What follows belongs to an exercise in optimizing a design on an open flow for small area, a short achievable clock period and few clock cycles; a production flow would make more cautious choices.
At most, simulation tests tie the RTL to the original design; equivalence was not proved.

## JAM
module JAM (
input CLK,
input RST,
output reg [2:0] W,
output reg [2:0] J,
input [6:0] Cost,
output reg [3:0] MatchCount,
output reg [9:0] MinCost,
output reg Valid );
For scale: roughly 3300 cells after synthesis, roughly 0.029 mm^2 of cells after synthesis.
export LEC_CHECK = 0
export ABC_AREA = 1
export CAP_MARGIN = 20
export CORE_MARGIN = 2
export CORE_UTILIZATION = 40
export SETUP_SLACK_MARGIN = 0.8
export SLEW_MARGIN = 20
create_clock -name core_clock -period 5.0 [get_ports {CLK}]
run.sh (not shown) runs the stock make flow with config.mk's settings and CLKGATE_MAP_FILE= SYNTH_SCRIPT=/design/flow/synth_recipe.tcl, a recipe that flattens the netlist after the stock synthesis.
==> next run, changes <==
--- a/flow/design.v
+++ b/flow/design.v
@@ -6,24 +6,23 @@
 input [6:0] Cost,
 output reg [3:0] MatchCount,
 output reg [9:0] MinCost,
 output reg Valid );
 localparam P = 6;    
 localparam PASS1 = 3'd0, PASS2 = 3'd1, INIT = 3'd2, SEARCH = 3'd3, FIX = 3'd4, DONE = 3'd5;
 reg [2:0] ph;
 reg [6:0] v [0:7];      
 reg [6:0] u [0:7];      
 reg [2:0] arg [0:7];    
 reg [2:0] arg2 [0:7];   
-reg [7:0] bgl [0:7];    
-reg [7:0] bgh [0:7];    
+reg [7:0] big [0:7];    
 reg [6:0] m;            
 reg [2:0] am;           
 reg [6:0] m2;           
 reg [2:0] am2;          
 reg [6:0] Vc;           
 reg signed [11:0] R;    
 reg [9:0] S [0:6];      
 reg [2:0] a [0:6];      
 reg [2:0] nxj [0:6];    
 reg [6:0] hn;           
 reg       bt_ok;        
@@ -68,34 +67,29 @@
 reg [6:0] un2;          
 always @(*) begin
 	un2 = u[0];
 	for (k = 0; k < 6; k = k + 1)
 		if (d == k) un2 = u[k + 2];
 end
 wire       is_top = (j == argd);
 wire       skipok = R < 12'sd32;
 wire [2:0] arg2d = arg2[d];
 wire       is_sec = (j == arg2d);
 wire       first2 = is_top | is_sec;
-wire [7:0] bgld = bgl[d];
-wire [7:0] bghd = bgh[d];
-wire       rlt16 = R < 12'sd16;
-wire       rlt32 = R < 12'sd32;
-wire       rlt48 = R < 12'sd48;
-wire [7:0] skipd = (bgld & {8{rlt16}}) | (bghd & {8{rlt32}}) | (bgld & bghd & {8{rlt48}});
+wire [7:0] bigd = big[d];
 reg [7:0] gt;
 always @(*) begin
 	for (k = 0; k < 8; k = k + 1) gt[k] = first2 | (k > j);
 end
-wire [7:0] cand = ~used & ~(8'd1 << argd) & ~(8'd1 << arg2d) & gt & ~skipd;
-wire       sec_ok = is_top && !used[arg2d] && !skipd[arg2d];
+wire [7:0] cand = ~used & ~(8'd1 << argd) & ~(8'd1 << arg2d) & gt & ~(bigd & {8{skipok}});
+wire       sec_ok = is_top && !used[arg2d] && !(bigd[arg2d] && skipok);
 wire       has_nx = sec_ok || (|cand);
 reg  [2:0] nx0;
 always @(*) begin
 	nx0 = 3'd0;
 	for (k = 7; k >= 0; k = k - 1) if (cand[k]) nx0 = k;
 end
 wire [2:0] nx = sec_ok ? arg2d : nx0;
 wire [2:0] jsib = (ph == SEARCH) ? nx : (ph == INIT) ? arg[0] : j + 3'd1;
 wire [6:0] v_sib = v[jsib];
 wire [7:0] used2 = used | (8'd1 << j);
 reg  [2:0] fu;
@@ -178,24 +172,23 @@
 end
 always @(posedge CLK) begin
 	if (ph == PASS1) begin
 		if (d == 3'd0) v[j] <= Cost;
 		else v[j] <= vmin;
 	end
 	if (ph == PASS2 || (ph == PASS1 && d >= P)) begin
 		m <= mnew;
 		am <= amnew;
 		m2 <= m2new;
 		am2 <= am2new;
-		bgh[d][j] <= (tp[6:5] != 2'd0);
-		bgl[d][j] <= (tp[6:4] == 3'd1) || (tp[6:4] >= 3'd3);
+		big[d][j] <= (tp[6:5] != 2'd0);
 		if (j == 3'd7) begin
 			u[d] <= mnew;
 			arg[d] <= amnew;
 			arg2[d] <= am2new;
 		end
 	end
 	if (ph == PASS1 && j == 3'd0) begin
 		if (d == P + 1) S[0] <= {3'd0, m};                   
 		else if (d > P + 1) S[0] <= S[0] + {3'd0, m};        
 	end
 	if (ph == PASS2) begin
Count of clock-buffer cells in the layout went down by 6.
Final cell count went down by 7.5%.
Die area went down by 9.0%.
Sequential share of layout area went down by 2.3 points.
Non-clock buffer count went up by 26.
Global-route usage went up by 1.5 points.
Worst hold slack improved by 26 ps.
No run of this note included a check of the RTL's function; only the layout flow was run.

* * *

the baseline:
The RTL this note starts from:
==> flow/design.v <==
module JAM (
input CLK,
input RST,
output reg [2:0] W,
output reg [2:0] J,
input [6:0] Cost,
output reg [3:0] MatchCount,
output reg [9:0] MinCost,
output reg Valid );
localparam PASS1 = 3'd0, PASS2 = 3'd1, INIT = 3'd2, SEARCH = 3'd3, FIX = 3'd4, DONE = 3'd5;
reg [2:0] ph;
reg [6:0] v [0:7];      
reg [6:0] u [0:7];      
reg [2:0] arg [0:7];    
reg [7:0] big [0:7];    
reg [9:0] S0;           
reg [6:0] m;            
reg [2:0] am;           
reg [6:0] Vc;           
reg signed [11:0] R;    
reg [9:0] S [0:6];      
reg [2:0] a [0:6];      
reg [2:0] nxj [0:6];    
reg [6:0] hn;           
reg       bt_ok;        
reg [2:0] bt_d;         
integer k;
wire [2:0] d = W;
wire [2:0] j = J;
wire [2:0] dn = d + 3'd1;
wire [6:0] vj = Vc;
wire       c_lt_v = Cost < vj;
wire [6:0] vmin = c_lt_v ? Cost : vj;
wire [6:0] t = Cost - vj;
wire       t_lt_m = (j == 3'd0) || (t < m);
wire [6:0] mnew = t_lt_m ? t : m;
wire [2:0] amnew = t_lt_m ? j : am;
wire signed [11:0] ts = {5'd0, t};
wire       prune = ts > R;
wire       better = ts < R;
wire       leaf = (d == 3'd7);
reg [7:0] used;
always @(*) begin
	used = 8'd0;
	for (k = 0; k < 7; k = k + 1)
		if (k < d) used = used | (8'd1 << a[k]);
end
wire [2:0] argd = arg[d];
wire [6:0] ud = u[d];
reg [6:0] un;
reg [2:0] argn;
reg [7:0] bign;
always @(*) begin
	un = u[0];
	argn = arg[0];
	bign = big[0];
	for (k = 0; k < 7; k = k + 1)
		if (d == k) begin
			un = u[k + 1];
			argn = arg[k + 1];
			bign = big[k + 1];
		end
end
wire       is_top = (j == argd);
wire       skipok = R < 12'sd32;
reg [7:0] gt;
always @(*) begin
	for (k = 0; k < 8; k = k + 1) gt[k] = is_top | (k > j);
end
wire [7:0] cand = ~used & ~(8'd1 << argd) & gt & ~(big[d] & {8{skipok}});
wire       has_nx = |cand;
reg  [2:0] nx;
always @(*) begin
	nx = 3'd0;
	for (k = 7; k >= 0; k = k - 1) if (cand[k]) nx = k;
end
wire [2:0] jsib = (ph == SEARCH) ? nx : (ph == INIT) ? arg[0] : j + 3'd1;
wire [6:0] v_sib = v[jsib];
wire [7:0] used2 = used | (8'd1 << j);
wire signed [7:0] lim2 = 8'sd32 - $signed({1'b0, un});
wire       skipok2 = R < lim2;
wire [7:0] cand2 = ~used2 & ~(bign & {8{skipok2}});
reg  [2:0] fu;
always @(*) begin
	fu = 3'd0;
	for (k = 7; k >= 0; k = k - 1) if (cand2[k]) fu = k;
end
wire       argn_free = !used2[argn];
wire       dead = !argn_free && (cand2 == 8'd0);    
wire [2:0] jdesc = argn_free ? argn : fu;
wire [6:0] v_desc = v[jdesc];
reg       bt_ok2;
reg [2:0] bt_d2;
always @(*) begin
	bt_ok2 = 1'b0;
	bt_d2 = 3'd0;
	for (k = 0; k < 7; k = k + 1)
		if (hn[k] && k < bt_d) begin
			bt_ok2 = 1'b1;
			bt_d2 = k;
		end
end
wire [2:0] rd = (ph == FIX) ? d : bt_d;
wire signed [11:0] Rbt = $signed({2'd0, MinCost}) - $signed({2'd0, S[rd]});
wire [6:0] v_bt = v[nxj[bt_d]];
wire [9:0] Sd = MinCost - R[9:0];    
wire descend = !leaf && !prune && !dead;
wire sibling = !leaf && !(is_top && prune) && has_nx;
always @(posedge CLK or posedge RST) begin
	if (RST) begin
		ph <= PASS1;
		W <= 3'd0;
		J <= 3'd0;
		Valid <= 1'b0;
		MinCost <= 10'h3ff;
		MatchCount <= 4'd0;
		S0 <= 10'd0;
		bt_ok <= 1'b0;
		bt_d <= 3'd0;
	end else begin
		case (ph)
		PASS1: begin
			{W, J} <= {W, J} + 6'd1;
			if (d == 3'd7 && j == 3'd7) ph <= PASS2;
		end
		PASS2: begin
			{W, J} <= {W, J} + 6'd1;
			if (d == 3'd0) S0 <= S0 + {3'd0, vj};
			else if (j == 3'd0 && d != 3'd1) S0 <= S0 + {3'd0, m};    
			if (d == 3'd7 && j == 3'd7) ph <= INIT;
		end
		INIT: begin
			S0 <= S0 + {3'd0, m};    
			W <= 3'd0;
			J <= arg[0];
			bt_ok <= 1'b0;
			ph <= FIX;
		end
		SEARCH: begin
			if (leaf) begin
				if (better) begin
					MinCost <= Sd + {3'd0, t};
					MatchCount <= 4'd1;
				end else if (!prune)
					MatchCount <= MatchCount + 4'd1;
			end
			if (descend) begin
				W <= dn;
				J <= jdesc;
				if (has_nx) begin
					bt_ok <= 1'b1;
					bt_d <= d;
				end
			end else if (sibling)
				J <= nx;
			else if (bt_ok) begin
				W <= bt_d;
				J <= nxj[bt_d];
				bt_ok <= bt_ok2;
				bt_d <= bt_d2;
				if (leaf && better) ph <= FIX;
			end else begin
				ph <= DONE;
				Valid <= 1'b1;
			end
		end
		FIX: ph <= SEARCH;
		default: ;
		endcase
	end
end
always @(posedge CLK) begin
	if (ph == PASS1) begin
		if (d == 3'd0) v[j] <= Cost;
		else v[j] <= vmin;
	end
	if (ph == PASS2) begin
		m <= mnew;
		am <= amnew;
		big[d][j] <= (t[6:5] != 2'd0);
		if (j == 3'd7) begin
			u[d] <= mnew;
			arg[d] <= amnew;
		end
	end
	if (ph == INIT)
		S[0] <= S0 + {3'd0, m};
	if (ph == FIX)
		R <= Rbt;
	if (ph == PASS1 || ph == PASS2 || ph == INIT)
		Vc <= v_sib;
	if (ph == SEARCH) begin
		if (!leaf) begin
			a[d] <= j;
			nxj[d] <= nx;
			hn[d] <= has_nx;
			S[d] <= Sd;
		end
		if (descend) begin
			R <= R - ts + $signed({5'd0, un});
			Vc <= v_desc;
		end else if (sibling)
			Vc <= v_sib;
		else begin
			R <= Rbt;
			Vc <= v_bt;
		end
	end
end
endmodule
Settings: LEC_CHECK=0, CAP_MARGIN=20, CORE_MARGIN=2, CORE_UTILIZATION=40, SLEW_MARGIN=20; clock period 5.0 ns.
The baseline: flow complete, layout not clean; failing: negative setup slack
### the baseline -> the candidate
--- a/flow/design.v
+++ b/flow/design.v
@@ -46,21 +46,21 @@
 		if (k < d) used = used | (8'd1 << a[k]);
 end
 wire [2:0] argd = arg[d];
 wire [6:0] ud = u[d];
-reg [6:0] un;
+reg [6:0] Un;           
+wire signed [11:0] un_s = {5'd0, Un};
 reg [2:0] argn;
-reg [7:0] bign;
-always @(*) begin
-	un = u[0];
+always @(*) begin
 	argn = arg[0];
-	bign = big[0];
 	for (k = 0; k < 7; k = k + 1)
-		if (d == k) begin
-			un = u[k + 1];
-			argn = arg[k + 1];
-			bign = big[k + 1];
-		end
+		if (d == k) argn = arg[k + 1];
+end
+reg [6:0] un2;          
+always @(*) begin
+	un2 = u[0];
+	for (k = 0; k < 6; k = k + 1)
+		if (d == k) un2 = u[k + 2];
 end
 wire       is_top = (j == argd);
 wire       skipok = R < 12'sd32;
 reg [7:0] gt;
@@ -76,18 +76,14 @@
 end
 wire [2:0] jsib = (ph == SEARCH) ? nx : (ph == INIT) ? arg[0] : j + 3'd1;
 wire [6:0] v_sib = v[jsib];
 wire [7:0] used2 = used | (8'd1 << j);
-wire signed [7:0] lim2 = 8'sd32 - $signed({1'b0, un});
-wire       skipok2 = R < lim2;
-wire [7:0] cand2 = ~used2 & ~(bign & {8{skipok2}});
 reg  [2:0] fu;
 always @(*) begin
 	fu = 3'd0;
-	for (k = 7; k >= 0; k = k - 1) if (cand2[k]) fu = k;
+	for (k = 7; k >= 0; k = k - 1) if (!used2[k]) fu = k;
 end
 wire       argn_free = !used2[argn];
-wire       dead = !argn_free && (cand2 == 8'd0);    
 wire [2:0] jdesc = argn_free ? argn : fu;
 wire [6:0] v_desc = v[jdesc];
 reg       bt_ok2;
 reg [2:0] bt_d2;
@@ -100,12 +96,15 @@
 			bt_d2 = k;
 		end
 end
 wire [2:0] rd = (ph == FIX) ? d : bt_d;
-wire signed [11:0] Rbt = $signed({2'd0, MinCost}) - $signed({2'd0, S[rd]});
+wire signed [11:0] mc_s = {2'd0, MinCost};
+wire signed [11:0] sbt_s = {2'd0, S[rd]};
+wire signed [11:0] Rbt = mc_s - sbt_s;
+wire [6:0] u_bt = u[bt_d + 3'd1];
 wire [6:0] v_bt = v[nxj[bt_d]];
 wire [9:0] Sd = MinCost - R[9:0];    
-wire descend = !leaf && !prune && !dead;
+wire descend = !leaf && !prune;
 wire sibling = !leaf && !(is_top && prune) && has_nx;
 always @(posedge CLK or posedge RST) begin
 	if (RST) begin
 		ph <= PASS1;
@@ -182,10 +181,12 @@
 			u[d] <= mnew;
 			arg[d] <= amnew;
 		end
 	end
-	if (ph == INIT)
+	if (ph == INIT) begin
 		S[0] <= S0 + {3'd0, m};
+		Un <= u[1];
+	end
 	if (ph == FIX)
 		R <= Rbt;
 	if (ph == PASS1 || ph == PASS2 || ph == INIT)
 		Vc <= v_sib;
@@ -196,14 +197,16 @@
 			hn[d] <= has_nx;
 			S[d] <= Sd;
 		end
 		if (descend) begin
-			R <= R - ts + $signed({5'd0, un});
+			R <= (R + un_s) - ts;
+			Un <= un2;
 			Vc <= v_desc;
 		end else if (sibling)
 			Vc <= v_sib;
 		else begin
 			R <= Rbt;
+			Un <= u_bt;
 			Vc <= v_bt;
 		end
 	end
 end
The candidate finished every step from synthesis to the final layout, and the layout passed the timing, DRC and antenna checks. Dominant kind of cell by area = registers: the candidate; dominant kind of cell by area = multi-input combinational cells: the baseline. In the tables for the baseline and the candidate, routed wire length reads higher with the baseline. From the baseline to the candidate the numbers moved as follows: instance count of the mapped netlist went down 174. Going from the baseline to the candidate, mean cell area of the mapped netlist moved up, required time of the worst setup path barely changed, mux cell area share after synthesis increased by 1.0 points relative to the old numbers, met3 routed wirelength -about 26%, combined area of all synthesized cells saw a decrease. Maximum operating frequency, the baseline and the candidate: lower on the baseline. Compared with the baseline, multi-input gate count in the candidate decreased by a little under 10%.
Testbench counts of the candidate, summed over its fixed seeds: cycles 2,334.
Only the layout flow was run in the baseline; the RTL was not checked for function there.

## what the ideal ports hide
The flow's constraints put no driver on any port. The routed layouts listed below were extracted and timed again, unchanged, in two steps. Step 1 sets driving cells, clkbuf_16 on the clock port and buf_2 on the other inputs (assumed; they add their load-dependent delay and slew). Step 2 adds t to the input delays and takes it off the output delays; t is the mean of the earliest and latest rising clock arrival at the registers after step 1. Input paths then give back, and output paths get back, about the clock's delay inside the block. a / b / c = no drivers / after step 1 / after step 2; a / b = the first two.
| run | shift t [ns] | slack for setup (ns) | worst setup path at the end | slew at the worst register clock pin (ns) | cell pins on the clock port's net |
|---|---|---|---|---|---|
| the first run of note 1 | 0.688 | 0.979 / 0.982 / 0.328 | input to register | 0.07 / 0.07 | 1 |
| the second run of note 1 | 0.649 | 0.888 / 0.888 / 0.374 | input to register | 0.07 / 0.07 | 1 |
| the baseline | 0.634 | -1.208 / -1.208 / -1.208 | register to register | 0.07 / 0.07 | 1 |
| the candidate | 0.639 | 0.317 / 0.317 / -0.254 | input to register | 0.06 / 0.06 | 1 |
Met with ideal ports but missed after step 2: setup timing in the candidate. For the first run of note 1, which loses most, drivers alone change the setup slack by +0.003 ns; drivers and shift together by -0.651 ns.
